From an optimization exercise on the open Yosys and OpenROAD flow, aimed at small area, a short achievable clock period and few clock cycles per item; shortcuts taken in it are not production practice.
At most, simulation tests tie the RTL to the original design; equivalence was not proved.
No functional check of the RTL was part of runs 2 to 4.

==> design/flow/run.sh <==
#!/bin/bash
# synth_recipe.tcl (not shown) runs the flow's synth.tcl, then flattens the netlist and writes it again
# the make line also repeats each setting of config.mk as NAME=value (left out here)
make -C /OpenROAD-flow-scripts/flow DESIGN_CONFIG=/design/flow/config.mk WORK_HOME=/design/flow/orfs CLKGATE_MAP_FILE= SYNTH_SCRIPT=/design/flow/synth_recipe.tcl finish
==> design/flow/config.mk <==
export PLATFORM = sky130hd
export DESIGN_NAME = IOTDF
export DESIGN_NICKNAME = IOTDF
export VERILOG_FILES = /design/flow/design.v
export SDC_FILE = /design/flow/constraint.sdc
export NUM_CORES = 4
export LEC_CHECK = 0
export CAP_MARGIN = 20
export CORE_MARGIN = 2
export CORE_UTILIZATION = 40
export SLEW_MARGIN = 20
==> design/flow/constraint.sdc <==
create_clock -name core_clock -period 6.0 [get_ports {clk}]
set_input_delay 1.2000 -clock core_clock [delete_from_list [all_inputs] [get_ports {clk}]]
set_output_delay 1.2000 -clock core_clock [all_outputs]
set_load 0.01 [all_outputs]
==> design/flow/design.v <==
`timescale 1ns/10ps
module IOTDF( clk, rst, in_en, iot_in, fn_sel, busy, valid, iot_out);
input          clk;
input          rst;
input          in_en;
input  [7:0]   iot_in;
input  [2:0]   fn_sel;
output         busy;
output         valid;
output [127:0] iot_out;
    reg        v_r;           
    reg  [7:0] x_r;
    reg  [1:0] f_r;           
    reg  [3:0] cnt;           
    reg        ld;            
    reg  [1:0] ldf;           
    reg  [2:0] crc;           
    reg  [4:0] rnd;           
    reg        valid_r;
    reg        enc;           
    reg  [127:0] ir;
    reg  [55:0] kreg;         
    reg  [7:0]  par;          
    reg  [63:0] lr;           
    wire is16 = v_r ? (cnt == 4'd14) : (cnt == 4'd15);
    assign busy = is16 & (rnd > 5'd2);
    assign valid = valid_r;
    wire take = in_en & ~busy;
    always @(posedge clk or posedge rst) begin
        if (rst) v_r <= 1'b0;
        else     v_r <= take;
    end
    always @(posedge clk) begin
        x_r <= iot_in;
        f_r <= fn_sel[1:0];
    end
    wire smode = (f_r == 2'b00);
    wire cmode = (f_r == 2'b11);
    wire [7:0] xe = cmode ? 8'd0 : x_r;
    wire [7:0] ib0 = ir[7:0];
    wire [7:0] ib1 = ir[15:8];
    wire [7:0] ib2 = ir[23:16];
    wire [7:0] ib3 = ir[31:24];
    wire [7:0] ib4 = ir[39:32];
    wire [7:0] ib5 = ir[47:40];
    wire [7:0] ib6 = ir[55:48];
    wire [7:0] ib7 = ir[63:56];
    wire [7:0] ib8 = ir[71:64];
    wire [7:0] ib9 = ir[79:72];
    wire [7:0] ib10 = ir[87:80];
    wire [7:0] ib11 = ir[95:88];
    wire [7:0] ib12 = ir[103:96];
    wire [7:0] ib13 = ir[111:104];
    wire [7:0] ib14 = ir[119:112];
    wire [7:0] ib15 = ir[127:120];
    wire [7:0] xs = {xe[6], xe[7], xe[4], xe[5], xe[2], xe[3], xe[0], xe[1]};
    wire [7:0] cv0 = {ib0[6], ib0[7], ib0[4], ib0[5], ib0[2], ib0[3], ib0[0], ib0[1]};
    wire [7:0] cv1 = {ib1[6], ib1[7], ib1[4], ib1[5], ib1[2], ib1[3], ib1[0], ib1[1]};
    wire [7:0] cv2 = {ib2[6], ib2[7], ib2[4], ib2[5], ib2[2], ib2[3], ib2[0], ib2[1]};
    wire [7:0] cv3 = {ib3[6], ib3[7], ib3[4], ib3[5], ib3[2], ib3[3], ib3[0], ib3[1]};
    wire [7:0] cv4 = {ib4[6], ib4[7], ib4[4], ib4[5], ib4[2], ib4[3], ib4[0], ib4[1]};
    wire [7:0] cv5 = {ib5[6], ib5[7], ib5[4], ib5[5], ib5[2], ib5[3], ib5[0], ib5[1]};
    wire [7:0] cv6 = {ib6[6], ib6[7], ib6[4], ib6[5], ib6[2], ib6[3], ib6[0], ib6[1]};
    wire [7:0] cv7 = {ib7[6], ib7[7], ib7[4], ib7[5], ib7[2], ib7[3], ib7[0], ib7[1]};
    wire [7:0] cv8 = ib8;
    wire [7:0] cv9 = ib9;
    wire [7:0] cv10 = ib10;
    wire [7:0] cv11 = ib11;
    wire [7:0] cv12 = ib12;
    wire [7:0] cv13 = ib13;
    wire [7:0] cv14 = ib14;
    wire [7:0] cv15 = ib15;
    wire [15:0] c;
    assign c[0] = v_r & (~smode | 1'b1 | (cv0 < x_r));
    assign c[1] = v_r & (~smode | (cnt < 4'd15) | (cv1 < x_r));
    assign c[2] = v_r & (~smode | (cnt < 4'd14) | (cv2 < x_r));
    assign c[3] = v_r & (~smode | (cnt < 4'd13) | (cv3 < x_r));
    assign c[4] = v_r & (~smode | (cnt < 4'd12) | (cv4 < x_r));
    assign c[5] = v_r & (~smode | (cnt < 4'd11) | (cv5 < x_r));
    assign c[6] = v_r & (~smode | (cnt < 4'd10) | (cv6 < x_r));
    assign c[7] = v_r & (~smode | (cnt < 4'd9) | (cv7 < x_r));
    assign c[8] = v_r & (~smode | (cnt < 4'd8) | (cv8 < x_r));
    assign c[9] = v_r & (~smode | (cnt < 4'd7) | (cv9 < x_r));
    assign c[10] = v_r & (~smode | (cnt < 4'd6) | (cv10 < x_r));
    assign c[11] = v_r & (~smode | (cnt < 4'd5) | (cv11 < x_r));
    assign c[12] = v_r & (~smode | (cnt < 4'd4) | (cv12 < x_r));
    assign c[13] = v_r & (~smode | (cnt < 4'd3) | (cv13 < x_r));
    assign c[14] = v_r & (~smode | (cnt < 4'd2) | (cv14 < x_r));
    assign c[15] = v_r & (~smode | (cnt < 4'd1) | (cv15 < x_r));
    wire [127:0] ir_n;
    assign ir_n[7:0] = c[1] ? ib1 : (c[0] ? xs : ib0);
    assign ir_n[15:8] = c[2] ? ib2 : (c[1] ? xs : ib1);
    assign ir_n[23:16] = c[3] ? ib3 : (c[2] ? xs : ib2);
    assign ir_n[31:24] = c[4] ? ib4 : (c[3] ? xs : ib3);
    assign ir_n[39:32] = c[5] ? ib5 : (c[4] ? xs : ib4);
    assign ir_n[47:40] = c[6] ? ib6 : (c[5] ? xs : ib5);
    assign ir_n[55:48] = c[7] ? ib7 : (c[6] ? xs : ib6);
    assign ir_n[63:56] = c[8] ? (smode ? {ib8[6], ib8[7], ib8[4], ib8[5], ib8[2], ib8[3], ib8[0], ib8[1]} : ib8) : (c[7] ? xs : ib7);
    assign ir_n[71:64] = c[9] ? ib9 : (c[8] ? xe : ib8);
    assign ir_n[79:72] = c[10] ? ib10 : (c[9] ? xe : ib9);
    assign ir_n[87:80] = c[11] ? ib11 : (c[10] ? xe : ib10);
    assign ir_n[95:88] = c[12] ? ib12 : (c[11] ? xe : ib11);
    assign ir_n[103:96] = c[13] ? ib13 : (c[12] ? xe : ib12);
    assign ir_n[111:104] = c[14] ? ib14 : (c[13] ? xe : ib13);
    assign ir_n[119:112] = c[15] ? ib15 : (c[14] ? xe : ib14);
    assign ir_n[127:120] = c[15] ? xe : ib15;
    function [2:0] mulx;
        input [2:0] a;
        mulx = {a[1] ^ a[2], a[0], a[2]};
    endfunction
    function [2:0] bmod;
        input [7:0] bt;
        integer i;
        begin
            bmod = 3'd0;
            for (i = 7; i >= 0; i = i - 1) bmod = mulx(bmod) ^ {2'b0, bt[i]};
        end
    endfunction
    wire [2:0] crc_prev = (cnt == 4'd0) ? 3'd0 : mulx(mulx(mulx(mulx(mulx(mulx(crc))))));
    wire [2:0] crc_n = crc_prev ^ mulx(mulx(mulx(mulx(bmod(x_r)))));
    always @(posedge clk or posedge rst) begin
        if (rst) begin
            cnt <= 4'd0;
            ld <= 1'b0;
        end else begin
            if (v_r) cnt <= cnt + 4'd1;
            ld <= v_r & (cnt == 4'd15);
        end
    end
    always @(posedge clk) begin
        if (v_r) begin
            ir <= ir_n;
            crc <= crc_n;
        end
        if (v_r & (cnt == 4'd15)) ldf <= f_r;
    end
    wire ld_des = ldf[0] ^ ldf[1];
    wire ld_enc = ldf == 2'b01;
    wire ld_crc = ldf == 2'b11;
    wire [63:0] dlo = {ir[63:4], ir[3] | (ld_crc & crc[2]), ir[2], ir[1] | (ld_crc & crc[0]), ir[0] | (ld_crc & crc[1])};
    wire [63:0] dhi = ir[127:64];
    wire [63:0] ip_d = {dlo[6], dlo[14], dlo[22], dlo[30], dlo[38], dlo[46], dlo[54], dlo[62], dlo[4], dlo[12], dlo[20], dlo[28], dlo[36], dlo[44], dlo[52], dlo[60], dlo[2], dlo[10], dlo[18], dlo[26], dlo[34], dlo[42], dlo[50], dlo[58], dlo[0], dlo[8], dlo[16], dlo[24], dlo[32], dlo[40], dlo[48], dlo[56], dlo[7], dlo[15], dlo[23], dlo[31], dlo[39], dlo[47], dlo[55], dlo[63], dlo[5], dlo[13], dlo[21], dlo[29], dlo[37], dlo[45], dlo[53], dlo[61], dlo[3], dlo[11], dlo[19], dlo[27], dlo[35], dlo[43], dlo[51], dlo[59], dlo[1], dlo[9], dlo[17], dlo[25], dlo[33], dlo[41], dlo[49], dlo[57]};
    wire [55:0] pc1_d = {dhi[7], dhi[15], dhi[23], dhi[31], dhi[39], dhi[47], dhi[55], dhi[63], dhi[6], dhi[14], dhi[22], dhi[30], dhi[38], dhi[46], dhi[54], dhi[62], dhi[5], dhi[13], dhi[21], dhi[29], dhi[37], dhi[45], dhi[53], dhi[61], dhi[4], dhi[12], dhi[20], dhi[28], dhi[1], dhi[9], dhi[17], dhi[25], dhi[33], dhi[41], dhi[49], dhi[57], dhi[2], dhi[10], dhi[18], dhi[26], dhi[34], dhi[42], dhi[50], dhi[58], dhi[3], dhi[11], dhi[19], dhi[27], dhi[35], dhi[43], dhi[51], dhi[59], dhi[36], dhi[44], dhi[52], dhi[60]};
    wire [7:0] par_d = {dhi[56], dhi[48], dhi[40], dhi[32], dhi[24], dhi[16], dhi[8], dhi[0]};
    wire [31:0] L = lr[63:32];
    wire [31:0] R = lr[31:0];
    wire [47:0] K = {kreg[42], kreg[39], kreg[45], kreg[32], kreg[55], kreg[51], kreg[53], kreg[28], kreg[41], kreg[50], kreg[35], kreg[46], kreg[33], kreg[37], kreg[44], kreg[52], kreg[30], kreg[48], kreg[40], kreg[49], kreg[29], kreg[36], kreg[43], kreg[54], kreg[15], kreg[4], kreg[25], kreg[19], kreg[9], kreg[1], kreg[26], kreg[16], kreg[5], kreg[11], kreg[23], kreg[8], kreg[12], kreg[7], kreg[17], kreg[0], kreg[22], kreg[3], kreg[10], kreg[14], kreg[6], kreg[20], kreg[27], kreg[24]};
    wire [47:0] ER = {R[0], R[31], R[30], R[29], R[28], R[27], R[28], R[27], R[26], R[25], R[24], R[23], R[24], R[23], R[22], R[21], R[20], R[19], R[20], R[19], R[18], R[17], R[16], R[15], R[16], R[15], R[14], R[13], R[12], R[11], R[12], R[11], R[10], R[9], R[8], R[7], R[8], R[7], R[6], R[5], R[4], R[3], R[4], R[3], R[2], R[1], R[0], R[31]};
    wire [47:0] SX = ER ^ K;
    wire [31:0] SO;
    sbox1 u_s1 (.a(SX[47:42]), .y(SO[31:28]));
    sbox2 u_s2 (.a(SX[41:36]), .y(SO[27:24]));
    sbox3 u_s3 (.a(SX[35:30]), .y(SO[23:20]));
    sbox4 u_s4 (.a(SX[29:24]), .y(SO[19:16]));
    sbox5 u_s5 (.a(SX[23:18]), .y(SO[15:12]));
    sbox6 u_s6 (.a(SX[17:12]), .y(SO[11:8]));
    sbox7 u_s7 (.a(SX[11:6]), .y(SO[7:4]));
    sbox8 u_s8 (.a(SX[5:0]), .y(SO[3:0]));
    wire [31:0] F = {SO[16], SO[25], SO[12], SO[11], SO[3], SO[20], SO[4], SO[15], SO[31], SO[17], SO[9], SO[6], SO[27], SO[14], SO[1], SO[22], SO[30], SO[24], SO[8], SO[18], SO[0], SO[5], SO[29], SO[23], SO[13], SO[19], SO[2], SO[26], SO[10], SO[21], SO[28], SO[7]};
    wire [55:0] km = ld ? pc1_d : kreg;
    wire [27:0] kc = km[55:28];
    wire [27:0] kd = km[27:0];
    wire [55:0] k_l1 = {kc[26:0], kc[27], kd[26:0], kd[27]};
    wire [55:0] k_l2 = {kc[25:0], kc[27:26], kd[25:0], kd[27:26]};
    wire [55:0] k_r1 = {kc[0], kc[27:1], kd[0], kd[27:1]};
    wire [55:0] k_r2 = {kc[1:0], kc[27:2], kd[1:0], kd[27:2]};
    wire single = (rnd == 5'd16) | (rnd == 5'd9) | (rnd == 5'd2);
    reg [55:0] k_n;
    always @(*) begin
        if (ld)                   k_n = ld_enc ? k_l1 : km;
        else if (rnd == 5'd1)     k_n = enc ? km : k_r1;
        else if (single)          k_n = enc ? k_l1 : k_r1;
        else                      k_n = enc ? k_l2 : k_r2;
    end
    always @(posedge clk or posedge rst) begin
        if (rst) begin
            rnd <= 5'd0;
            valid_r <= 1'b0;
        end else begin
            if (ld) rnd <= ld_des ? 5'd16 : 5'd0;
            else if (rnd != 5'd0) rnd <= rnd - 5'd1;
            valid_r <= (ld & ~ld_des) | (rnd == 5'd1);
        end
    end
    always @(posedge clk) begin
        kreg <= k_n;
        lr <= ld ? ip_d : {R, L ^ F};
        if (ld) begin
            par <= par_d;
            enc <= ld_enc;
        end
    end
    wire [63:0] okey = {kreg[48], kreg[40], kreg[32], kreg[0], kreg[4], kreg[12], kreg[20], par[7], kreg[49], kreg[41], kreg[33], kreg[1], kreg[5], kreg[13], kreg[21], par[6], kreg[50], kreg[42], kreg[34], kreg[2], kreg[6], kreg[14], kreg[22], par[5], kreg[51], kreg[43], kreg[35], kreg[3], kreg[7], kreg[15], kreg[23], par[4], kreg[52], kreg[44], kreg[36], kreg[28], kreg[8], kreg[16], kreg[24], par[3], kreg[53], kreg[45], kreg[37], kreg[29], kreg[9], kreg[17], kreg[25], par[2], kreg[54], kreg[46], kreg[38], kreg[30], kreg[10], kreg[18], kreg[26], par[1], kreg[55], kreg[47], kreg[39], kreg[31], kreg[11], kreg[19], kreg[27], par[0]};
    wire [63:0] rl = {R, L};
    wire [63:0] odat = {rl[24], rl[56], rl[16], rl[48], rl[8], rl[40], rl[0], rl[32], rl[25], rl[57], rl[17], rl[49], rl[9], rl[41], rl[1], rl[33], rl[26], rl[58], rl[18], rl[50], rl[10], rl[42], rl[2], rl[34], rl[27], rl[59], rl[19], rl[51], rl[11], rl[43], rl[3], rl[35], rl[28], rl[60], rl[20], rl[52], rl[12], rl[44], rl[4], rl[36], rl[29], rl[61], rl[21], rl[53], rl[13], rl[45], rl[5], rl[37], rl[30], rl[62], rl[22], rl[54], rl[14], rl[46], rl[6], rl[38], rl[31], rl[63], rl[23], rl[55], rl[15], rl[47], rl[7], rl[39]};
    assign iot_out = {okey, odat};
endmodule
module sbox1(input [5:0] a, output reg [3:0] y);
    always @(*) begin
        case (a)
            6'd0: y = 4'd14;
            6'd1: y = 4'd0;
            6'd2: y = 4'd4;
            6'd3: y = 4'd15;
            6'd4: y = 4'd13;
            6'd5: y = 4'd7;
            6'd6: y = 4'd1;
            6'd7: y = 4'd4;
            6'd8: y = 4'd2;
            6'd9: y = 4'd14;
            6'd10: y = 4'd15;
            6'd11: y = 4'd2;
            6'd12: y = 4'd11;
            6'd13: y = 4'd13;
            6'd14: y = 4'd8;
            6'd15: y = 4'd1;
            6'd16: y = 4'd3;
            6'd17: y = 4'd10;
            6'd18: y = 4'd10;
            6'd19: y = 4'd6;
            6'd20: y = 4'd6;
            6'd21: y = 4'd12;
            6'd22: y = 4'd12;
            6'd23: y = 4'd11;
            6'd24: y = 4'd5;
            6'd25: y = 4'd9;
            6'd26: y = 4'd9;
            6'd27: y = 4'd5;
            6'd28: y = 4'd0;
            6'd29: y = 4'd3;
            6'd30: y = 4'd7;
            6'd31: y = 4'd8;
            6'd32: y = 4'd4;
            6'd33: y = 4'd15;
            6'd34: y = 4'd1;
            6'd35: y = 4'd12;
            6'd36: y = 4'd14;
            6'd37: y = 4'd8;
            6'd38: y = 4'd8;
            6'd39: y = 4'd2;
            6'd40: y = 4'd13;
            6'd41: y = 4'd4;
            6'd42: y = 4'd6;
            6'd43: y = 4'd9;
            6'd44: y = 4'd2;
            6'd45: y = 4'd1;
            6'd46: y = 4'd11;
            6'd47: y = 4'd7;
            6'd48: y = 4'd15;
            6'd49: y = 4'd5;
            6'd50: y = 4'd12;
            6'd51: y = 4'd11;
            6'd52: y = 4'd9;
            6'd53: y = 4'd3;
            6'd54: y = 4'd7;
            6'd55: y = 4'd14;
            6'd56: y = 4'd3;
            6'd57: y = 4'd10;
            6'd58: y = 4'd10;
            6'd59: y = 4'd0;
            6'd60: y = 4'd5;
            6'd61: y = 4'd6;
            6'd62: y = 4'd0;
            6'd63: y = 4'd13;
        endcase
    end
endmodule
module sbox2(input [5:0] a, output reg [3:0] y);
    always @(*) begin
        case (a)
            6'd0: y = 4'd15;
            6'd1: y = 4'd3;
            6'd2: y = 4'd1;
            6'd3: y = 4'd13;
            6'd4: y = 4'd8;
            6'd5: y = 4'd4;
            6'd6: y = 4'd14;
            6'd7: y = 4'd7;
            6'd8: y = 4'd6;
            6'd9: y = 4'd15;
            6'd10: y = 4'd11;
            6'd11: y = 4'd2;
            6'd12: y = 4'd3;
            6'd13: y = 4'd8;
            6'd14: y = 4'd4;
            6'd15: y = 4'd14;
            6'd16: y = 4'd9;
            6'd17: y = 4'd12;
            6'd18: y = 4'd7;
            6'd19: y = 4'd0;
            6'd20: y = 4'd2;
            6'd21: y = 4'd1;
            6'd22: y = 4'd13;
            6'd23: y = 4'd10;
            6'd24: y = 4'd12;
            6'd25: y = 4'd6;
            6'd26: y = 4'd0;
            6'd27: y = 4'd9;
            6'd28: y = 4'd5;
            6'd29: y = 4'd11;
            6'd30: y = 4'd10;
            6'd31: y = 4'd5;
            6'd32: y = 4'd0;
            6'd33: y = 4'd13;
            6'd34: y = 4'd14;
            6'd35: y = 4'd8;
            6'd36: y = 4'd7;
            6'd37: y = 4'd10;
            6'd38: y = 4'd11;
            6'd39: y = 4'd1;
            6'd40: y = 4'd10;
            6'd41: y = 4'd3;
            6'd42: y = 4'd4;
            6'd43: y = 4'd15;
            6'd44: y = 4'd13;
            6'd45: y = 4'd4;
            6'd46: y = 4'd1;
            6'd47: y = 4'd2;
            6'd48: y = 4'd5;
            6'd49: y = 4'd11;
            6'd50: y = 4'd8;
            6'd51: y = 4'd6;
            6'd52: y = 4'd12;
            6'd53: y = 4'd7;
            6'd54: y = 4'd6;
            6'd55: y = 4'd12;
            6'd56: y = 4'd9;
            6'd57: y = 4'd0;
            6'd58: y = 4'd3;
            6'd59: y = 4'd5;
            6'd60: y = 4'd2;
            6'd61: y = 4'd14;
            6'd62: y = 4'd15;
            6'd63: y = 4'd9;
        endcase
    end
endmodule
module sbox3(input [5:0] a, output reg [3:0] y);
    always @(*) begin
        case (a)
            6'd0: y = 4'd10;
            6'd1: y = 4'd13;
            6'd2: y = 4'd0;
            6'd3: y = 4'd7;
            6'd4: y = 4'd9;
            6'd5: y = 4'd0;
            6'd6: y = 4'd14;
            6'd7: y = 4'd9;
            6'd8: y = 4'd6;
            6'd9: y = 4'd3;
            6'd10: y = 4'd3;
            6'd11: y = 4'd4;
            6'd12: y = 4'd15;
            6'd13: y = 4'd6;
            6'd14: y = 4'd5;
            6'd15: y = 4'd10;
            6'd16: y = 4'd1;
            6'd17: y = 4'd2;
            6'd18: y = 4'd13;
            6'd19: y = 4'd8;
            6'd20: y = 4'd12;
            6'd21: y = 4'd5;
            6'd22: y = 4'd7;
            6'd23: y = 4'd14;
            6'd24: y = 4'd11;
            6'd25: y = 4'd12;
            6'd26: y = 4'd4;
            6'd27: y = 4'd11;
            6'd28: y = 4'd2;
            6'd29: y = 4'd15;
            6'd30: y = 4'd8;
            6'd31: y = 4'd1;
            6'd32: y = 4'd13;
            6'd33: y = 4'd1;
            6'd34: y = 4'd6;
            6'd35: y = 4'd10;
            6'd36: y = 4'd4;
            6'd37: y = 4'd13;
            6'd38: y = 4'd9;
            6'd39: y = 4'd0;
            6'd40: y = 4'd8;
            6'd41: y = 4'd6;
            6'd42: y = 4'd15;
            6'd43: y = 4'd9;
            6'd44: y = 4'd3;
            6'd45: y = 4'd8;
            6'd46: y = 4'd0;
            6'd47: y = 4'd7;
            6'd48: y = 4'd11;
            6'd49: y = 4'd4;
            6'd50: y = 4'd1;
            6'd51: y = 4'd15;
            6'd52: y = 4'd2;
            6'd53: y = 4'd14;
            6'd54: y = 4'd12;
            6'd55: y = 4'd3;
            6'd56: y = 4'd5;
            6'd57: y = 4'd11;
            6'd58: y = 4'd10;
            6'd59: y = 4'd5;
            6'd60: y = 4'd14;
            6'd61: y = 4'd2;
            6'd62: y = 4'd7;
            6'd63: y = 4'd12;
        endcase
    end
endmodule
module sbox4(input [5:0] a, output reg [3:0] y);
    always @(*) begin
        case (a)
            6'd0: y = 4'd7;
            6'd1: y = 4'd13;
            6'd2: y = 4'd13;
            6'd3: y = 4'd8;
            6'd4: y = 4'd14;
            6'd5: y = 4'd11;
            6'd6: y = 4'd3;
            6'd7: y = 4'd5;
            6'd8: y = 4'd0;
            6'd9: y = 4'd6;
            6'd10: y = 4'd6;
            6'd11: y = 4'd15;
            6'd12: y = 4'd9;
            6'd13: y = 4'd0;
            6'd14: y = 4'd10;
            6'd15: y = 4'd3;
            6'd16: y = 4'd1;
            6'd17: y = 4'd4;
            6'd18: y = 4'd2;
            6'd19: y = 4'd7;
            6'd20: y = 4'd8;
            6'd21: y = 4'd2;
            6'd22: y = 4'd5;
            6'd23: y = 4'd12;
            6'd24: y = 4'd11;
            6'd25: y = 4'd1;
            6'd26: y = 4'd12;
            6'd27: y = 4'd10;
            6'd28: y = 4'd4;
            6'd29: y = 4'd14;
            6'd30: y = 4'd15;
            6'd31: y = 4'd9;
            6'd32: y = 4'd10;
            6'd33: y = 4'd3;
            6'd34: y = 4'd6;
            6'd35: y = 4'd15;
            6'd36: y = 4'd9;
            6'd37: y = 4'd0;
            6'd38: y = 4'd0;
            6'd39: y = 4'd6;
            6'd40: y = 4'd12;
            6'd41: y = 4'd10;
            6'd42: y = 4'd11;
            6'd43: y = 4'd1;
            6'd44: y = 4'd7;
            6'd45: y = 4'd13;
            6'd46: y = 4'd13;
            6'd47: y = 4'd8;
            6'd48: y = 4'd15;
            6'd49: y = 4'd9;
            6'd50: y = 4'd1;
            6'd51: y = 4'd4;
            6'd52: y = 4'd3;
            6'd53: y = 4'd5;
            6'd54: y = 4'd14;
            6'd55: y = 4'd11;
            6'd56: y = 4'd5;
            6'd57: y = 4'd12;
            6'd58: y = 4'd2;
            6'd59: y = 4'd7;
            6'd60: y = 4'd8;
            6'd61: y = 4'd2;
            6'd62: y = 4'd4;
            6'd63: y = 4'd14;
        endcase
    end
endmodule
module sbox5(input [5:0] a, output reg [3:0] y);
    always @(*) begin
        case (a)
            6'd0: y = 4'd2;
            6'd1: y = 4'd14;
            6'd2: y = 4'd12;
            6'd3: y = 4'd11;
            6'd4: y = 4'd4;
            6'd5: y = 4'd2;
            6'd6: y = 4'd1;
            6'd7: y = 4'd12;
            6'd8: y = 4'd7;
            6'd9: y = 4'd4;
            6'd10: y = 4'd10;
            6'd11: y = 4'd7;
            6'd12: y = 4'd11;
            6'd13: y = 4'd13;
            6'd14: y = 4'd6;
            6'd15: y = 4'd1;
            6'd16: y = 4'd8;
            6'd17: y = 4'd5;
            6'd18: y = 4'd5;
            6'd19: y = 4'd0;
            6'd20: y = 4'd3;
            6'd21: y = 4'd15;
            6'd22: y = 4'd15;
            6'd23: y = 4'd10;
            6'd24: y = 4'd13;
            6'd25: y = 4'd3;
            6'd26: y = 4'd0;
            6'd27: y = 4'd9;
            6'd28: y = 4'd14;
            6'd29: y = 4'd8;
            6'd30: y = 4'd9;
            6'd31: y = 4'd6;
            6'd32: y = 4'd4;
            6'd33: y = 4'd11;
            6'd34: y = 4'd2;
            6'd35: y = 4'd8;
            6'd36: y = 4'd1;
            6'd37: y = 4'd12;
            6'd38: y = 4'd11;
            6'd39: y = 4'd7;
            6'd40: y = 4'd10;
            6'd41: y = 4'd1;
            6'd42: y = 4'd13;
            6'd43: y = 4'd14;
            6'd44: y = 4'd7;
            6'd45: y = 4'd2;
            6'd46: y = 4'd8;
            6'd47: y = 4'd13;
            6'd48: y = 4'd15;
            6'd49: y = 4'd6;
            6'd50: y = 4'd9;
            6'd51: y = 4'd15;
            6'd52: y = 4'd12;
            6'd53: y = 4'd0;
            6'd54: y = 4'd5;
            6'd55: y = 4'd9;
            6'd56: y = 4'd6;
            6'd57: y = 4'd10;
            6'd58: y = 4'd3;
            6'd59: y = 4'd4;
            6'd60: y = 4'd0;
            6'd61: y = 4'd5;
            6'd62: y = 4'd14;
            6'd63: y = 4'd3;
        endcase
    end
endmodule
module sbox6(input [5:0] a, output reg [3:0] y);
    always @(*) begin
        case (a)
            6'd0: y = 4'd12;
            6'd1: y = 4'd10;
            6'd2: y = 4'd1;
            6'd3: y = 4'd15;
            6'd4: y = 4'd10;
            6'd5: y = 4'd4;
            6'd6: y = 4'd15;
            6'd7: y = 4'd2;
            6'd8: y = 4'd9;
            6'd9: y = 4'd7;
            6'd10: y = 4'd2;
            6'd11: y = 4'd12;
            6'd12: y = 4'd6;
            6'd13: y = 4'd9;
            6'd14: y = 4'd8;
            6'd15: y = 4'd5;
            6'd16: y = 4'd0;
            6'd17: y = 4'd6;
            6'd18: y = 4'd13;
            6'd19: y = 4'd1;
            6'd20: y = 4'd3;
            6'd21: y = 4'd13;
            6'd22: y = 4'd4;
            6'd23: y = 4'd14;
            6'd24: y = 4'd14;
            6'd25: y = 4'd0;
            6'd26: y = 4'd7;
            6'd27: y = 4'd11;
            6'd28: y = 4'd5;
            6'd29: y = 4'd3;
            6'd30: y = 4'd11;
            6'd31: y = 4'd8;
            6'd32: y = 4'd9;
            6'd33: y = 4'd4;
            6'd34: y = 4'd14;
            6'd35: y = 4'd3;
            6'd36: y = 4'd15;
            6'd37: y = 4'd2;
            6'd38: y = 4'd5;
            6'd39: y = 4'd12;
            6'd40: y = 4'd2;
            6'd41: y = 4'd9;
            6'd42: y = 4'd8;
            6'd43: y = 4'd5;
            6'd44: y = 4'd12;
            6'd45: y = 4'd15;
            6'd46: y = 4'd3;
            6'd47: y = 4'd10;
            6'd48: y = 4'd7;
            6'd49: y = 4'd11;
            6'd50: y = 4'd0;
            6'd51: y = 4'd14;
            6'd52: y = 4'd4;
            6'd53: y = 4'd1;
            6'd54: y = 4'd10;
            6'd55: y = 4'd7;
            6'd56: y = 4'd1;
            6'd57: y = 4'd6;
            6'd58: y = 4'd13;
            6'd59: y = 4'd0;
            6'd60: y = 4'd11;
            6'd61: y = 4'd8;
            6'd62: y = 4'd6;
            6'd63: y = 4'd13;
        endcase
    end
endmodule
module sbox7(input [5:0] a, output reg [3:0] y);
    always @(*) begin
        case (a)
            6'd0: y = 4'd4;
            6'd1: y = 4'd13;
            6'd2: y = 4'd11;
            6'd3: y = 4'd0;
            6'd4: y = 4'd2;
            6'd5: y = 4'd11;
            6'd6: y = 4'd14;
            6'd7: y = 4'd7;
            6'd8: y = 4'd15;
            6'd9: y = 4'd4;
            6'd10: y = 4'd0;
            6'd11: y = 4'd9;
            6'd12: y = 4'd8;
            6'd13: y = 4'd1;
            6'd14: y = 4'd13;
            6'd15: y = 4'd10;
            6'd16: y = 4'd3;
            6'd17: y = 4'd14;
            6'd18: y = 4'd12;
            6'd19: y = 4'd3;
            6'd20: y = 4'd9;
            6'd21: y = 4'd5;
            6'd22: y = 4'd7;
            6'd23: y = 4'd12;
            6'd24: y = 4'd5;
            6'd25: y = 4'd2;
            6'd26: y = 4'd10;
            6'd27: y = 4'd15;
            6'd28: y = 4'd6;
            6'd29: y = 4'd8;
            6'd30: y = 4'd1;
            6'd31: y = 4'd6;
            6'd32: y = 4'd1;
            6'd33: y = 4'd6;
            6'd34: y = 4'd4;
            6'd35: y = 4'd11;
            6'd36: y = 4'd11;
            6'd37: y = 4'd13;
            6'd38: y = 4'd13;
            6'd39: y = 4'd8;
            6'd40: y = 4'd12;
            6'd41: y = 4'd1;
            6'd42: y = 4'd3;
            6'd43: y = 4'd4;
            6'd44: y = 4'd7;
            6'd45: y = 4'd10;
            6'd46: y = 4'd14;
            6'd47: y = 4'd7;
            6'd48: y = 4'd10;
            6'd49: y = 4'd9;
            6'd50: y = 4'd15;
            6'd51: y = 4'd5;
            6'd52: y = 4'd6;
            6'd53: y = 4'd0;
            6'd54: y = 4'd8;
            6'd55: y = 4'd15;
            6'd56: y = 4'd0;
            6'd57: y = 4'd14;
            6'd58: y = 4'd5;
            6'd59: y = 4'd2;
            6'd60: y = 4'd9;
            6'd61: y = 4'd3;
            6'd62: y = 4'd2;
            6'd63: y = 4'd12;
        endcase
    end
endmodule
module sbox8(input [5:0] a, output reg [3:0] y);
    always @(*) begin
        case (a)
            6'd0: y = 4'd13;
            6'd1: y = 4'd1;
            6'd2: y = 4'd2;
            6'd3: y = 4'd15;
            6'd4: y = 4'd8;
            6'd5: y = 4'd13;
            6'd6: y = 4'd4;
            6'd7: y = 4'd8;
            6'd8: y = 4'd6;
            6'd9: y = 4'd10;
            6'd10: y = 4'd15;
            6'd11: y = 4'd3;
            6'd12: y = 4'd11;
            6'd13: y = 4'd7;
            6'd14: y = 4'd1;
            6'd15: y = 4'd4;
            6'd16: y = 4'd10;
            6'd17: y = 4'd12;
            6'd18: y = 4'd9;
            6'd19: y = 4'd5;
            6'd20: y = 4'd3;
            6'd21: y = 4'd6;
            6'd22: y = 4'd14;
            6'd23: y = 4'd11;
            6'd24: y = 4'd5;
            6'd25: y = 4'd0;
            6'd26: y = 4'd0;
            6'd27: y = 4'd14;
            6'd28: y = 4'd12;
            6'd29: y = 4'd9;
            6'd30: y = 4'd7;
            6'd31: y = 4'd2;
            6'd32: y = 4'd7;
            6'd33: y = 4'd2;
            6'd34: y = 4'd11;
            6'd35: y = 4'd1;
            6'd36: y = 4'd4;
            6'd37: y = 4'd14;
            6'd38: y = 4'd1;
            6'd39: y = 4'd7;
            6'd40: y = 4'd9;
            6'd41: y = 4'd4;
            6'd42: y = 4'd12;
            6'd43: y = 4'd10;
            6'd44: y = 4'd14;
            6'd45: y = 4'd8;
            6'd46: y = 4'd2;
            6'd47: y = 4'd13;
            6'd48: y = 4'd0;
            6'd49: y = 4'd15;
            6'd50: y = 4'd6;
            6'd51: y = 4'd12;
            6'd52: y = 4'd10;
            6'd53: y = 4'd9;
            6'd54: y = 4'd13;
            6'd55: y = 4'd0;
            6'd56: y = 4'd15;
            6'd57: y = 4'd3;
            6'd58: y = 4'd3;
            6'd59: y = 4'd5;
            6'd60: y = 4'd5;
            6'd61: y = 4'd6;
            6'd62: y = 4'd8;
            6'd63: y = 4'd11;
        endcase
    end
endmodule
==> results.json, run 1 <==
{
  "ant_nets": 0,
  "grtUsageTotal": 0.2504,
  "rsz0062_at_grt": "false",
  "initial_utilization": 0.4033,
  "worst_pin_slew_ns": 1.137,
  "yosysTopAreaCell": "edfxtp_1",
  "fin_tns_setup_ns": 0,
  "clk_pin_slew_ns": 0.06,
  "ys_ff_latch": 284,
  "die_h_um": 239.2,
  "slew_viol_final": 0,
  "clk_latency_ns": 0.53,
  "r2r_cells": 9,
  "drcViolationCount": 0,
  "wl_per_cell_um": 23.38,
  "fin_crit_ns": 3.836,
  "placed_cell_area_mm2": 0.02408,
  "hold_depth": 1,
  "routabilityCongestion": 0.9070,
  "synthesis.area_mm2": 0.02213,
  "post-route-util": 0.4588,
  "multi_input_area_mm2": 0.01418,
  "synth-seq-area-share": 0.3238,
  "cpMaxStageDelayCell": "clkdlybuf4s50_1",
  "chipWidth_um": 239.2,
  "vias_per_cell": 5.998,
  "cts_hold_buf": 0,
  "hold_class": "flip-flop to flip-flop",
  "finalCritPeriodShare": 0.6393,
  "ys_types": 79,
  "core.rowCount": 86,
  "synth_edf_count": 142,
  "hpwl_um": 54250,
  "dr.pass1.iters": 5,
  "io_pins": 144,
  "n_antenna_cell": 0,
  "max_clock_freq_mhz": 260.7,
  "fin_skew_ns": 0.01370,
  "die_area_mm2": 0.05723,
  "wl_um": 73620,
  "grt_start_max_net_pins": 90,
  "critical_path.max_stage_delay_ns": 0.63,
  "crit_required_ns": 4.80,
  "crit_type": "flip-flop to output pin",
  "cts.sinks": 284,
  "grt_overflow": 0,
  "htreeDepth": 2,
  "antenna_found_initial": 0,
  "path_cells": "ha_1 > mux2i_1 > nor3b_1 > clkdlybuf4s50_1",
  "critPathArrivalTime_ns": 2.64,
  "synth_cells": 2365,
  "grt_pass1_wl_um": 109800,
  "mostFrequentLayoutCell": "nor2_1",
  "finalInstanceArea_mm2": 0.02518,
  "yosysTopAreaCellShare": 0.1927,
  "core_mm2": 0.05488,
  "synthArstFlopShare": 0.04225,
  "root_buffer": "clkbuf_16",
  "port_buffers": 142,
  "critPathCaptureType": "output pin",
  "postCtsSetupBuffers": 0,
  "cts_tree": "built",
  "vias": 18887,
  "path_max_fanout": 8,
  "relSlewSlack": 0.2419,
  "postCtsResizedCells": 0,
  "syn_nets": 2551,
  "drive_above_1_share": 0.1337,
  "cts_buffers": 34,
  "layout_common_cells": "nor2_1, ha_1, mux2_2",
  "initialDrtViolationCount": 1976,
  "finalSetupViolCount": 0,
  "clockBufferDepth": 3,
  "grt_pass1_vias": 17646,
  "regArea_mm2": 0.007172,
  "ys.flop_type": "edfxtp_1",
  "yosys_warnings": 9,
  "syn_to_final_growth_pct": 13.77,
  "synthTopCellsByArea": "edfxtp_1, dfxtp_1, ha_1, mux2_2, mux2i_1",
  "drv_cap": 0,
  "fillers": 5258,
  "nNetsFinal": 2605,
  "avgSynthCellArea_um2": 9.358,
  "status": "finished clean",
  "worstSetupStartpointType": "flip-flop",
  "hold_violations": 0
}
-- state kept, by name (all words and copies together) (netlist names) --
name / flops
ir: 128
v_r: 1
rnd: 5
lr: 64
crc: 3
kreg: 56
ld: 1
cnt: 4
enc: 1
par: 8
valid_r: 1
f_r: 2
x_r: 8
ldf: 2
-- layer usage --
layer / part of all wire / vias up / wire length (um) / track usage
met5: 0 / - / 0 / 0
met3: 0.071 / 130 / 5255 / 0.03849
met4: 0.037 / 0 / 2689 / 0.08958
li1: - / 8802 / - / -
met2: 0.46 / 746 / 33740 / 0.4041
met1: 0.43 / 9209 / 31930 / 0.3399
-- area by class of cell --
cell class,count,share of cell area
Multi-Input combinational cell,1862,0.5632
Tap cell,704,0.03498
Timing Repair Buffer,169,0.06450
Sequential cell,284,0.2848
Clock buffer,45,0.03797
Inverter,68,0.01014
Clock inverter,17,0.004373
-- critical path, delay by kind of cell (launching register included) --
family                     cells  cell delay (ns)
adders and majority gates      1             0.45
buffers and inverters          1             0.63
DFF                            1             0.54
muxes                          1             0.14
and+or+nand+nor                1             0.36
-- worst paths after layout --
kind | endpoint | slack [ns] | startpoint
max in group asynchronous | ld | 4.62 | rst
min reg2reg | lr[63] | 0.47 | ir[6]
min in group asynchronous | rnd[0] | 1.00 | rst
max reg2reg | lr[23] | 2.47 | lr[27]
min | lr[63] | 0.47 | ir[6]
max | busy | 2.16 | cnt[1]
-- kinds of logic after synthesis --
group,after synthesis,synth area share
simple gates,683,0.1384
compound gates,532,0.1584
fa+ha+maj,172,0.09724
flops,284,0.3238
mux,341,0.1809
buf+inv,219,0.03991
xor+xnor,134,0.06134
-- Yosys cell counts (all sizes together), types with 7 or more instances --
cell type  number
a211o           8
a211oi         93
a21o           31
a21oi         139
a311oi         16
a31oi          23
and3           12
buf            47
clkbuf        104
dfrtp          12
dfxtp         130
edfxtp        142
ha            172
inv            67
mux2          181
mux2i         131
mux4           29
nand2         128
nand2b         23
nand3          27
nor2          284
nor2b          56
nor3          128
o2111ai        12
o211ai         34
o21a           10
o21ai         102
o311ai          7
o31ai           8
xnor2          73
xor2           61
-- metrics by stage --
step,cells,worst slack (ns),hold slack (ns)
floorplan,2365,2.811,0.4064
global placement,3087,2.586,0.4544
detailed placement,3087,2.549,0.4574
CTS,3149,2.143,0.4724
global route,3149,2.096,0.4898
finish,3149,2.164,0.4719
Testbench counts, summed over its fixed seeds: cycles 16,979, blocks 1,024.
==> run 2, diff against run 1 <==
--- a/design/flow/design.v
+++ b/design/flow/design.v
@@ -22,13 +22,24 @@
     reg  [55:0] kreg;         
     reg  [7:0]  par;          
     reg  [63:0] lr;           
-    wire is16 = v_r ? (cnt == 4'd14) : (cnt == 4'd15);
-    assign busy = is16 & (rnd > 5'd2);
+    wire ld_des = ldf[0] ^ ldf[1];
+    wire ld_enc = ldf == 2'b01;
+    wire ld_crc = ldf == 2'b11;
+    reg busy_r;
+    assign busy = busy_r;
     assign valid = valid_r;
-    wire take = in_en & ~busy;
+    wire take = in_en & ~busy_r;
+    wire [3:0] cnt_nx = cnt + {3'd0, v_r};
+    wire [4:0] rnd_nx = ld ? (ld_des ? 5'd16 : 5'd0) : (rnd != 5'd0) ? rnd - 5'd1 : 5'd0;
+    wire is16_nx = take ? (cnt_nx == 4'd14) : (cnt_nx == 4'd15);
     always @(posedge clk or posedge rst) begin
-        if (rst) v_r <= 1'b0;
-        else     v_r <= take;
+        if (rst) begin
+            v_r <= 1'b0;
+            busy_r <= 1'b0;
+        end else begin
+            v_r <= take;
+            busy_r <= is16_nx & (rnd_nx > 5'd2);
+        end
     end
     always @(posedge clk) begin
         x_r <= iot_in;
@@ -88,22 +99,23 @@
     assign c[14] = v_r & (~smode | (cnt < 4'd2) | (cv14 < x_r));
     assign c[15] = v_r & (~smode | (cnt < 4'd1) | (cv15 < x_r));
     wire [127:0] ir_n;
-    assign ir_n[7:0] = c[1] ? ib1 : (c[0] ? xs : ib0);
-    assign ir_n[15:8] = c[2] ? ib2 : (c[1] ? xs : ib1);
-    assign ir_n[23:16] = c[3] ? ib3 : (c[2] ? xs : ib2);
-    assign ir_n[31:24] = c[4] ? ib4 : (c[3] ? xs : ib3);
-    assign ir_n[39:32] = c[5] ? ib5 : (c[4] ? xs : ib4);
-    assign ir_n[47:40] = c[6] ? ib6 : (c[5] ? xs : ib5);
-    assign ir_n[55:48] = c[7] ? ib7 : (c[6] ? xs : ib6);
-    assign ir_n[63:56] = c[8] ? (smode ? {ib8[6], ib8[7], ib8[4], ib8[5], ib8[2], ib8[3], ib8[0], ib8[1]} : ib8) : (c[7] ? xs : ib7);
-    assign ir_n[71:64] = c[9] ? ib9 : (c[8] ? xe : ib8);
-    assign ir_n[79:72] = c[10] ? ib10 : (c[9] ? xe : ib9);
-    assign ir_n[87:80] = c[11] ? ib11 : (c[10] ? xe : ib10);
-    assign ir_n[95:88] = c[12] ? ib12 : (c[11] ? xe : ib11);
-    assign ir_n[103:96] = c[13] ? ib13 : (c[12] ? xe : ib12);
-    assign ir_n[111:104] = c[14] ? ib14 : (c[13] ? xe : ib13);
-    assign ir_n[119:112] = c[15] ? ib15 : (c[14] ? xe : ib14);
-    assign ir_n[127:120] = c[15] ? xe : ib15;
+    assign ir_n[7:0] = c[1] ? ib1 : xs;
+    assign ir_n[15:8] = c[2] ? ib2 : xs;
+    assign ir_n[23:16] = c[3] ? ib3 : xs;
+    assign ir_n[31:24] = c[4] ? ib4 : xs;
+    assign ir_n[39:32] = c[5] ? ib5 : xs;
+    assign ir_n[47:40] = c[6] ? ib6 : xs;
+    assign ir_n[55:48] = c[7] ? ib7 : xs;
+    assign ir_n[63:56] = c[8] ? (smode ? {ib8[6], ib8[7], ib8[4], ib8[5], ib8[2], ib8[3], ib8[0], ib8[1]} : ib8) : xs;
+    assign ir_n[71:64] = c[9] ? ib9 : xe;
+    assign ir_n[79:72] = c[10] ? ib10 : xe;
+    assign ir_n[87:80] = c[11] ? ib11 : xe;
+    assign ir_n[95:88] = c[12] ? ib12 : xe;
+    assign ir_n[103:96] = c[13] ? ib13 : xe;
+    assign ir_n[111:104] = c[14] ? ib14 : xe;
+    assign ir_n[119:112] = c[15] ? ib15 : xe;
+    assign ir_n[127:120] = xe;
+    integer i;
     function [2:0] mulx;
         input [2:0] a;
         mulx = {a[1] ^ a[2], a[0], a[2]};
@@ -123,20 +135,16 @@
             cnt <= 4'd0;
             ld <= 1'b0;
         end else begin
-            if (v_r) cnt <= cnt + 4'd1;
+            cnt <= cnt_nx;
             ld <= v_r & (cnt == 4'd15);
         end
     end
     always @(posedge clk) begin
-        if (v_r) begin
-            ir <= ir_n;
-            crc <= crc_n;
-        end
+        if (v_r) crc <= crc_n;
+        for (i = 0; i < 16; i = i + 1)
+            if (c[i]) ir[8*i +: 8] <= ir_n[8*i +: 8];
         if (v_r & (cnt == 4'd15)) ldf <= f_r;
     end
-    wire ld_des = ldf[0] ^ ldf[1];
-    wire ld_enc = ldf == 2'b01;
-    wire ld_crc = ldf == 2'b11;
     wire [63:0] dlo = {ir[63:4], ir[3] | (ld_crc & crc[2]), ir[2], ir[1] | (ld_crc & crc[0]), ir[0] | (ld_crc & crc[1])};
     wire [63:0] dhi = ir[127:64];
     wire [63:0] ip_d = {dlo[6], dlo[14], dlo[22], dlo[30], dlo[38], dlo[46], dlo[54], dlo[62], dlo[4], dlo[12], dlo[20], dlo[28], dlo[36], dlo[44], dlo[52], dlo[60], dlo[2], dlo[10], dlo[18], dlo[26], dlo[34], dlo[42], dlo[50], dlo[58], dlo[0], dlo[8], dlo[16], dlo[24], dlo[32], dlo[40], dlo[48], dlo[56], dlo[7], dlo[15], dlo[23], dlo[31], dlo[39], dlo[47], dlo[55], dlo[63], dlo[5], dlo[13], dlo[21], dlo[29], dlo[37], dlo[45], dlo[53], dlo[61], dlo[3], dlo[11], dlo[19], dlo[27], dlo[35], dlo[43], dlo[51], dlo[59], dlo[1], dlo[9], dlo[17], dlo[25], dlo[33], dlo[41], dlo[49], dlo[57]};
@@ -165,20 +173,20 @@
     wire [55:0] k_r1 = {kc[0], kc[27:1], kd[0], kd[27:1]};
     wire [55:0] k_r2 = {kc[1:0], kc[27:2], kd[1:0], kd[27:2]};
     wire single = (rnd == 5'd16) | (rnd == 5'd9) | (rnd == 5'd2);
-    reg [55:0] k_n;
-    always @(*) begin
-        if (ld)                   k_n = ld_enc ? k_l1 : km;
-        else if (rnd == 5'd1)     k_n = enc ? km : k_r1;
-        else if (single)          k_n = enc ? k_l1 : k_r1;
-        else                      k_n = enc ? k_l2 : k_r2;
-    end
+    wire last = (rnd == 5'd1);
+    wire s_id = ld ? ~ld_enc : last & enc;
+    wire s_l1 = ld ? ld_enc : ~last & single & enc;
+    wire s_r1 = ~ld & (last | single) & ~enc;
+    wire s_l2 = ~ld & ~single & ~last & enc;
+    wire s_r2 = ~ld & ~single & ~last & ~enc;
+    wire [55:0] k_n = ({56{s_id}} & km) | ({56{s_l1}} & k_l1) | ({56{s_l2}} & k_l2) |
+                      ({56{s_r1}} & k_r1) | ({56{s_r2}} & k_r2);
     always @(posedge clk or posedge rst) begin
         if (rst) begin
             rnd <= 5'd0;
             valid_r <= 1'b0;
         end else begin
-            if (ld) rnd <= ld_des ? 5'd16 : 5'd0;
-            else if (rnd != 5'd0) rnd <= rnd - 5'd1;
+            rnd <= rnd_nx;
             valid_r <= (ld & ~ld_des) | (rnd == 5'd1);
         end
     end
--- a/design/flow/config.mk
+++ b/design/flow/config.mk
@@ -8,4 +8,5 @@
 export CAP_MARGIN = 20
 export CORE_MARGIN = 2
 export CORE_UTILIZATION = 40
+export SETUP_SLACK_MARGIN = 3.0
 export SLEW_MARGIN = 20
==> run 2 against run 1 <==
Clock skew decreased by 0.0026 ns. Critical path depth shrank 3. Critical path type unchanged. Flip-flop and latch count rose by 1. Register-to-register slack gained 0.55 ns. Highest routed layer unchanged. Critical endpoint is now iot_out[28]. Still clean on timing, DRC and antenna. Maximum frequency rose by 27%.
==> results.json, run 2 <==
{
  "rr_endpoint": "lr[29]",
  "path_max_fanout": 5,
  "max_clock_freq_mhz": 330.1,
  "cts_buffers": 34,
  "regMostFlops": "ir",
  "grt_pass1_wl_um": 100900,
  "hold_violations": 0,
  "placed_cell_area_mm2": 0.02279,
  "synth-xor-area-share": 0.06911,
  "wl_um": 65980,
  "synthTopCellsByArea": "edfxtp_1, dfxtp_1, ha_1, mux2_2, mux2i_1",
  "synth_edf_count": 142,
  "worstSetupStartpointType": "flip-flop",
  "core.rowCount": 83,
  "die_h_um": 231.9,
  "io_pins": 144,
  "crit_type": "flip-flop to output pin",
  "hold_depth": 2,
  "chipWidth_um": 231.9,
  "port_buffers": 142,
  "fin_tns_setup_ns": 0,
  "grt.busiest_layer": "met2",
  "dr.pass1.iters": 5,
  "drcViolationCount": 0,
  "synth_top_family_by_area": "compound AO/OA/AOI/OAI gates",
  "ys.flop_type": "edfxtp_1",
  "synth-seq-area-share": 0.3461,
  "syn_nets": 2242,
  "yosys_warnings": 9,
  "critPathCaptureType": "output pin",
  "synth-simple-area-share": 0.09705,
  "r2r_cells": 7,
  "status": "finished clean",
  "finalInstanceArea_mm2": 0.02502,
  "crit_family": "flip-flops",
  "antenna_found_initial": 1,
  "finalSetupViolCount": 0,
  "avgSynthCellArea_um2": 10.09,
  "wl_per_cell_um": 22.69,
  "grt_overflow": 0,
  "cts.sinks": 285,
  "synth.area.mux_share": 0.1570,
  "syn_to_final_growth_pct": 20.40,
  "worst_pin_slew_ns": 1.107,
  "regToRegStartpoint": "lr[11]",
  "top_regs": "ir x128, lr x64, kreg x56",
  "grt_pass1_vias": 16522,
  "crit_required_ns": 4.80,
  "vias": 17253,
  "rsz0062_at_grt": "true",
  "synth-compound-area-share": 0.1948,
  "drive_above_1_share": 0.2024,
  "min_from": "ir[7]",
  "core_mm2": 0.05130,
  "grtUsageMet3": 0.03131,
  "cpMaxStageDelayCell": "dfxtp_1",
  "clk_latency_ns": 0.53,
  "grt_use_met1": 0.3287,
  "htreeDepth": 2,
  "slew_viol_final": 0,
  "root_buffer": "clkbuf_16",
  "synthAdderAreaFrac": 0.1017,
  "largest_reg_flops": 128,
  "grt_start_max_net_pins": 114,
  "n_antenna_cell": 0,
  "synthesis.area_mm2": 0.02078,
  "critPathArrivalTime_ns": 1.83,
  "cp_num_buf_inv": 1,
  "ant_nets": 0,
  "r2r_slack_ns": 3.02,
  "mostFrequentLayoutCell": "mux2_2",
  "fin_crit_ns": 3.029,
  "initial_utilization": 0.4051,
  "nNetsFinal": 2386,
  "ys_ff_latch": 285,
  "fin_skew_ns": 0.01110,
  "synthArstFlopShare": 0.04561,
  "synth_cells": 2059,
  "relSlewSlack": 0.2622,
  "ys_types": 81,
  "finalCritPeriodShare": 0.5048,
  "clockBufferDepth": 3,
  "yosysMostFrequentCell": "mux2_2",
  "routabilityCongestion": 0.8957,
  "path_cells": "clkdlybuf4s50_1",
  "vias_per_cell": 5.933,
  "layout_common_cells": "mux2_2, ha_1, edfxtp_1",
  "hpwl_um": 47890,
  "grtUsageTotal": 0.2403,
  "die_area_mm2": 0.05380,
  "initialDrtViolationCount": 1551,
  "hold_class": "flip-flop to flip-flop",
  "use_met2": 0.3854,
  "min_to": "lr[31]",
  "clk_pin_slew_ns": 0.06,
  "drv_cap": 0,
  "synthTopCellsByCount": "mux2_2, ha_1, edfxtp_1",
  "yosysTopAreaCell": "edfxtp_1",
  "yosysTopAreaCellShare": 0.2052,
  "cts_tree": "built",
  "critical_path.max_stage_delay_ns": 0.66
}
[run 2: logic make-up after synthesis]
kind of cell | after synthesis
compound gates | 566
simple gates | 431
flops | 285
xor+xnor | 148
buf+inv | 181
mux | 279
fa+ha+maj | 169
[run 2: how the worst max path moves through the flow]
stage / cells past startpoint / slack (ns) / startpoint / end
after floorplan: 10 / 3.12 / lr[27] / lr[23]
after global placement: 10 / 2.30 / lr[12] / lr[29]
after detailed placement: 10 / 2.23 / lr[12] / lr[29]
after CTS: 7 / 2.82 / kreg[22] / lr[25]
after global routing: 10 / 2.89 / lr[11] / lr[29]
final: 1 / 2.97 / lr[20] / iot_out[28]
[run 2: what timing repair did]
action / in CTS / in global routing
buffers inserted: 34 / 32
hold buffers: 0 / 0
pin swaps: 10 / 5
setup endpoints to repair: 243 / 100
gates resized for setup: 48 / 45
[run 2: metrics by stage]
stage | hold slack [ns] | cells | setup WS [ns] | utilization
2_1_floorplan | 0.4215 | 2059 | 3.119 | -
3_3_place_gp | 0.4279 | 2780 | 2.304 | 0.4442
3_5_place_dp | 0.4335 | 2780 | 2.231 | 0.4442
5_1_grt | 0.4739 | 2908 | 2.894 | 0.4878
6_report | 0.4477 | 2908 | 2.971 | 0.4878
4_1_cts | 0.4472 | 2875 | 2.820 | 0.4777
[run 2: final cells by class]
class                      instances  area, um^2
clock inverter                    11       107.6
multi-input combinational       1593       13320
sequential                       285        7239
tap                              680       850.8
clock buffer                      50        1040
inverter                          53       214.0
fill                            4695       26280
timing repair buffer             236        2251
[run 2: metal layers]
| metal | wire [um] | vias up |
|---|---|---|
| met5 | 0 | - |
| met4 | 2480 | 0 |
| met3 | 3467 | 114 |
| met2 | 30670 | 517 |
| met1 | 29360 | 8538 |
| li1 | - | 8084 |
==> run 3, diff against run 2 <==
--- a/design/flow/config.mk
+++ b/design/flow/config.mk
@@ -8,5 +8,4 @@
 export CAP_MARGIN = 20
 export CORE_MARGIN = 2
 export CORE_UTILIZATION = 40
-export SETUP_SLACK_MARGIN = 3.0
 export SLEW_MARGIN = 20
==> run 3 against run 2 <==
Non-clock buffer count decreased by 64. Hold slack lost 0.0053 ns. Setup slack worse by 0.75 ns. Via count down 1.7%. Final cell count decreased by 2.2%. Design area down 4.0%. Core utilization fell by 2.0 points. Sequential share of layout area is 1.0 points higher. Critical path type is now flip-flop to flip-flop. Largest cell class unchanged. Highest routed layer unchanged.
==> results.json, run 3 <==
{
  "status": "finished clean",
  "antenna_found_initial": 1,
  "cts_tree": "built",
  "routabilityCongestion": 0.8957,
  "drcViolationCount": 0,
  "root_buffer": "clkbuf_16",
  "io_pins": 144,
  "syn_to_final_growth_pct": 15.55,
  "finalCritPeriodShare": 0.6294,
  "htreeDepth": 2,
  "synth_edf_count": 142,
  "clk_pin_slew_ns": 0.06,
  "path_cells": "xnor2_1 > inv_1 > ha_1 > inv_1 > nand2b_1 > a21o_1 > a311oi_1 > nor3_1 > xor2_1 > mux2_2",
  "ant_nets": 0,
  "clockBufferDepth": 3,
  "postCtsResizedCells": 0,
  "fin_skew_ns": 0.009410,
  "rsz0062_at_grt": "false",
  "grt_pass1_wl_um": 99870,
  "yosysTopAreaCell": "edfxtp_1",
  "crit_required_ns": 6.42,
  "die_area_mm2": 0.05380,
  "hold_class": "flip-flop to flip-flop",
  "crit_family": "simple AND/OR/NAND/NOR gates",
  "cts_buffers": 34,
  "path_max_fanout": 9,
  "synthTopCellsByArea": "edfxtp_1, dfxtp_1, ha_1, mux2_2, mux2i_1",
  "hold_ws_ns": 0.4424,
  "ys.flop_type": "edfxtp_1",
  "hold_violations": 0,
  "finalSetupViolCount": 0,
  "cp_num_buf_inv": 2,
  "drive_above_1_share": 0.1502,
  "cpMaxStageDelayCell": "xnor2_1",
  "syn_nets": 2242,
  "mostFrequentLayoutCell": "mux2_2",
  "port_buffers": 142,
  "wl_per_cell_um": 22.94,
  "fin_crit_ns": 3.776,
  "yosysTopAreaCellShare": 0.2052,
  "layout_common_cells": "mux2_2, ha_1, edfxtp_1, clkdlybuf4s50_1, a21oi_1",
  "worst_pin_slew_ns": 1.112,
  "regMostFlops": "ir",
  "cts.sinks": 285,
  "use_met2": 0.3830,
  "critPathArrivalTime_ns": 4.19,
  "top_regs": "ir x128, lr x64, kreg x56",
  "die_h_um": 231.9,
  "hpwl_um": 47890,
  "ys_types": 81,
  "crit_path_frequent_cell": "inv_1",
  "grtUsageTotal": 0.2380,
  "critPathCaptureType": "flip-flop",
  "grt_start_max_net_pins": 114,
  "fillers": 4811,
  "grtUsageMet3": 0.02910,
  "grt.busiest_layer": "met2",
  "fin_tns_setup_ns": 0,
  "grt_overflow": 0,
  "avgSynthCellArea_um2": 10.09,
  "slew_viol_final": 0,
  "chipWidth_um": 231.9,
  "vias_per_cell": 5.962,
  "max_clock_freq_mhz": 264.8,
  "yosys_warnings": 9,
  "synthArstFlopShare": 0.04561,
  "wl_um": 65250,
  "core.rowCount": 83,
  "relSlewSlack": 0.2586,
  "initial_utilization": 0.4051,
  "initialDrtViolationCount": 1562,
  "ys_ff_latch": 285,
  "synth-seq-area-share": 0.3461,
  "vias": 16961,
  "grt_use_met1": 0.3266,
  "synthTopCellsByCount": "mux2_2, ha_1, edfxtp_1",
  "core_mm2": 0.05130,
  "cts_hold_buf": 0,
  "grt_pass1_vias": 16353,
  "synthesis.area_mm2": 0.02078,
  "critical_path.max_stage_delay_ns": 0.75,
  "postCtsSetupBuffers": 0,
  "crit_type": "flip-flop to flip-flop",
  "drv_cap": 0,
  "clk_latency_ns": 0.54,
  "worstSetupStartpointType": "flip-flop",
  "dr.pass1.iters": 5,
  "synth_cells": 2059,
  "yosysMostFrequentCell": "mux2_2",
  "largest_reg_flops": 128,
  "nNetsFinal": 2322
}
## run 3: stage by stage
step / setup WS [ns] / std cells / utilization / cell area [um^2]
2_1_floorplan: 3.119 / 2059 / - / 20780
3_3_place_gp: 2.304 / 2780 / 0.4442 / 22790
3_5_place_dp: 2.231 / 2780 / 0.4442 / 22790
4_1_cts: 2.222 / 2841 / 0.4666 / 23940
5_1_grt: 1.884 / 2844 / 0.4681 / 24010
6_report: 2.224 / 2845 / 0.4681 / 24010
## run 3: worst reg2reg max path, cell delays in order, from the launching register on
cell and delay (ns):
dfxtp_1 0.42, xnor2_1 0.75, inv_1 0.25, ha_1 0.55
inv_1 0.13, nand2b_1 0.18, a21o_1 0.15, a311oi_1 0.09
nor3_1 0.71, xor2_1 0.13, mux2_2 0.29
## run 3: area by class of cell
class                           instances  area (um^2)  share of cell area
Tap cell                              680        850.8             0.03543
Sequential cell                       285         7196              0.2996
Multi-Input combinational cell       1593        12960              0.5395
Inverter                               53        198.9            0.008284
Antenna cell                            1        2.502           0.0001042
Timing Repair Buffer                  172         1663             0.06924
Clock inverter                         11        107.6            0.004481
Clock buffer                           50         1040             0.04330
## run 3: cells by family (layout without fill, tap and decap cells)
logic type / after synthesis / count (layout) / synth area share
mux: 279 / 279 / 0.1570
other cells: 0 / 1 / 0
xor+xnor: 148 / 148 / 0.06911
buf+inv: 181 / 286 / 0.03432
fa+ha+maj: 169 / 169 / 0.1017
simple gates: 431 / 431 / 0.09705
compound gates: 566 / 566 / 0.1948
flops: 285 / 285 / 0.3461
## run 3: worst paths after layout
path	startpoint	to	slack, ns	cells past startpoint
max	lr[12]	lr[29]	2.22	10
max in group asynchronous	rst	ld	4.66	2
max reg2reg	lr[12]	lr[29]	2.22	10
min reg2reg	ir[7]	lr[31]	0.44	2
min in group asynchronous	rst	ld	0.98	2
min	ir[7]	lr[31]	0.44	2
## run 3: layer usage
metal,part of all wire,vias up,wire length [um]
met4,0.034,0,2251
met5,0,-,0
met3,0.053,113,3469
li1,-,7973,-
met1,0.45,8362,29170
met2,0.47,513,30360
==> run 4, diff against run 3 <==
--- a/design/flow/config.mk
+++ b/design/flow/config.mk
@@ -8,4 +8,5 @@
 export CAP_MARGIN = 20
 export CORE_MARGIN = 2
 export CORE_UTILIZATION = 40
+export SETUP_SLACK_MARGIN = 3.5
 export SLEW_MARGIN = 20
==> run 4 against run 3 <==
Design area up 16%. Hold slack improved by 0.0021 ns. Flip-flop and latch count unchanged. Final cell count is 6.9% higher. Setup slack gained 1.1 ns. Clock skew is 0.012 ns higher. Maximum frequency increased by 41%. Synthesized cell count did not move. Wire length increased by 11%. Global-route usage increased by 1.7 points.
==> results.json, run 4 <==
{
  "core_mm2": 0.05130,
  "grtUsageTotal": 0.2547,
  "ant_nets": 0,
  "drcViolationCount": 0,
  "cts_buffers": 35,
  "fin_cells": 3040,
  "critical_path.max_stage_delay_ns": 0.36,
  "ys_types": 81,
  "post-route-util": 0.5436,
  "clk_pin_slew_ns": 0.06,
  "grt_overflow": 0,
  "dp.cells": 2779,
  "mostFrequentLayoutCell": "edfxtp_1",
  "initial_utilization": 0.4051,
  "slew_viol_final": 0,
  "synthTopCellsByCount": "mux2_2, ha_1, edfxtp_1",
  "clk_latency_ns": 0.56,
  "wl_per_cell_um": 23.83,
  "die_area_mm2": 0.05380,
  "fin_skew_ns": 0.02156,
  "nNetsFinal": 2516,
  "avgSynthCellArea_um2": 10.09,
  "synth_cells": 2059,
  "grt_pass1_wl_um": 105800,
  "dp_slack_ns": 2.583,
  "die_h_um": 231.9,
  "fillers": 4360,
  "status": "finished clean",
  "routabilityCongestion": 0.9051,
  "largest_reg_flops": 128,
  "finalSetupViolCount": 0,
  "synthesis.area_mm2": 0.02078,
  "synth-seq-area-share": 0.3461,
  "synthArstFlopShare": 0.04561,
  "n_antenna_cell": 0,
  "grt_pass1_vias": 17420,
  "ys_ff_latch": 285,
  "syn_nets": 2242,
  "drv_cap": 0,
  "top_regs": "ir x128, lr x64, kreg x56",
  "syn_to_final_growth_pct": 34.20,
  "finalCritPeriodShare": 0.4452,
  "htreeDepth": 2,
  "worstSetupStartpointType": "flip-flop",
  "critPathArrivalTime_ns": 2.98,
  "root_buffer": "clkbuf_16",
  "dr.pass1.iters": 6,
  "regMostFlops": "ir",
  "cts_tree": "built",
  "drive_above_1_share": 0.3271,
  "cpMaxStageDelayCell": "dfxtp_4",
  "crit_type": "flip-flop to flip-flop",
  "critPathCaptureType": "flip-flop",
  "io_pins": 144,
  "crit_family": "compound AO/OA/AOI/OAI gates",
  "setup_ws_ns": 3.329,
  "clockBufferDepth": 3,
  "port_buffers": 142,
  "cts.sinks": 285,
  "fin_tns_setup_ns": 0,
  "yosysTopAreaCellShare": 0.2052,
  "vias_per_cell": 6.049,
  "wl_um": 72450,
  "ys.flop_type": "edfxtp_1",
  "cp_num_buf_inv": 5,
  "rsz0062_at_grt": "true",
  "initialDrtViolationCount": 1724,
  "yosysMostFrequentCell": "mux2_2",
  "hpwl_um": 47060,
  "yosys_warnings": 9,
  "max_clock_freq_mhz": 374.4,
  "synth_edf_count": 142,
  "fin_crit_ns": 2.671,
  "hold_violations": 0,
  "relSlewSlack": 0.2466,
  "yosysTopAreaCell": "edfxtp_1",
  "synthTopCellsByArea": "edfxtp_1, dfxtp_1, ha_1, mux2_2, mux2i_1",
  "chipWidth_um": 231.9,
  "hold_class": "flip-flop to flip-flop",
  "grt_start_max_net_pins": 113,
  "crit_required_ns": 6.31,
  "layout_common_cells": "edfxtp_1, buf_4, ha_1",
  "worst_pin_slew_ns": 1.130,
  "core.rowCount": 83,
  "path_max_fanout": 7,
  "vias": 18389,
  "path_cells": "clkinvlp_4 > buf_6 > buf_16 > buf_8 > ha_4 > a21o_1 > a21o_1 > a21oi_2 > o221ai_2 > a21oi_4 > buf_6 > mux2_4",
  "antenna_found_initial": 2
}
run 4: cell types whose count changed in the layout (fill, tap and decap cells not counted), moves of 74 or more:
cell,change
clkdlybuf4s50_1,-130
dlygate4sd2_1,+120
buf_4,+113
dfxtp_1,-95
mux2_2,-95
mux2_4,+95
dfxtp_4,+74
run 4: final cells by class:
class / count / area (um^2) / area share
Timing Repair Buffer: 359 / 3408 / 0.1222
Sequential cell: 285 / 7500 / 0.2689
Tap cell: 680 / 850.8 / 0.03051
Inverter: 53 / 246.5 / 0.008838
Multi-Input combinational cell: 1599 / 14750 / 0.5288
Clock buffer: 47 / 984.7 / 0.03531
Clock inverter: 17 / 152.6 / 0.005473
run 4: timing repair:
item,in CTS,in global routing
hold buffers,0,0
setup buffers,133,52
gates resized for setup,482,194
pin swaps,57,73
endpoints found under the setup margin,458,256
gates cloned,8,4
run 4: tightest hold or removal path, stage by stage, from the launching register on:
cell and delay (ns):
edfxtp_1 0.32, nand2_1 0.04, o21ai_0 0.05
run 4: through the flow:
step                      cell area [um^2]  hold slack (ns)
after CTS                            26520           0.4448
final                                27890           0.4445
after global placement               23010           0.4287
after floorplan                      21000           0.4215
after global routing                 27890           0.4712
after detailed placement             23010           0.4325
run 4: path summary, 6_finish.rpt:
check,start,cells past startpoint,slack (ns),end
max,x_r[1],12,3.33,ir[91]
min,ir[7],2,0.44,lr[31]
max reg2reg,x_r[1],12,3.33,ir[91]
min reg2reg,ir[7],2,0.44,lr[31]
max in group asynchronous,rst,2,4.62,ld
min in group asynchronous,rst,2,0.99,valid_r
run 4: cell families (layout without fill, tap and decap cells):
| logic type | after synthesis | count (layout) | share of synthesized area |
|---|---|---|---|
| AOI/OAI and AO/OA | 566 | 568 | 0.1948 |
| xor gates and xnor gates | 148 | 149 | 0.06911 |
| adders and majority gates | 169 | 169 | 0.1017 |
| buffers and inverters | 181 | 476 | 0.03432 |
| DFF | 285 | 285 | 0.3461 |
| muxes | 279 | 279 | 0.1570 |
| and+or+nand+nor | 431 | 434 | 0.09705 |
run 4: routing by layer:
layer,track usage,part of all wire
met1,0.3428,0.43
met2,0.4211,0.48
met3,0.02922,0.059
met4,0.09255,0.034
met5,0,0

[what the ideal ports hide]
No port has a modelled driver above. Below, the same layouts with a new extraction and two added sets of constraints. Step 1 (the two cells are an assumption about what drives the block):
set clk [get_ports {clk}]
set_driving_cell -lib_cell sky130_fd_sc_hd__clkbuf_16 $clk
set_driving_cell -lib_cell sky130_fd_sc_hd__buf_2 [delete_from_list [all_inputs] $clk]
Step 2, shift: input delay + t, output delay - t, t = (earliest + latest rising clock arrival at the registers) / 2. This alone moves slack from input paths to output paths. a / b / c = ideal ports / drivers / drivers and shift; a / b = the first two.
run | shift t [ns] | setup slack, ns | pins driven straight from the clock port
run 1 | 0.578 | 2.164 / 2.108 / 2.468 | 1
run 2 | 0.583 | 2.971 / 2.917 / 3.017 | 1
run 3 | 0.586 | 2.224 / 2.224 / 2.224 | 1
run 4 | 0.603 | 3.329 / 3.329 / 3.329 | 1
After both steps every run listed still meets setup and hold.
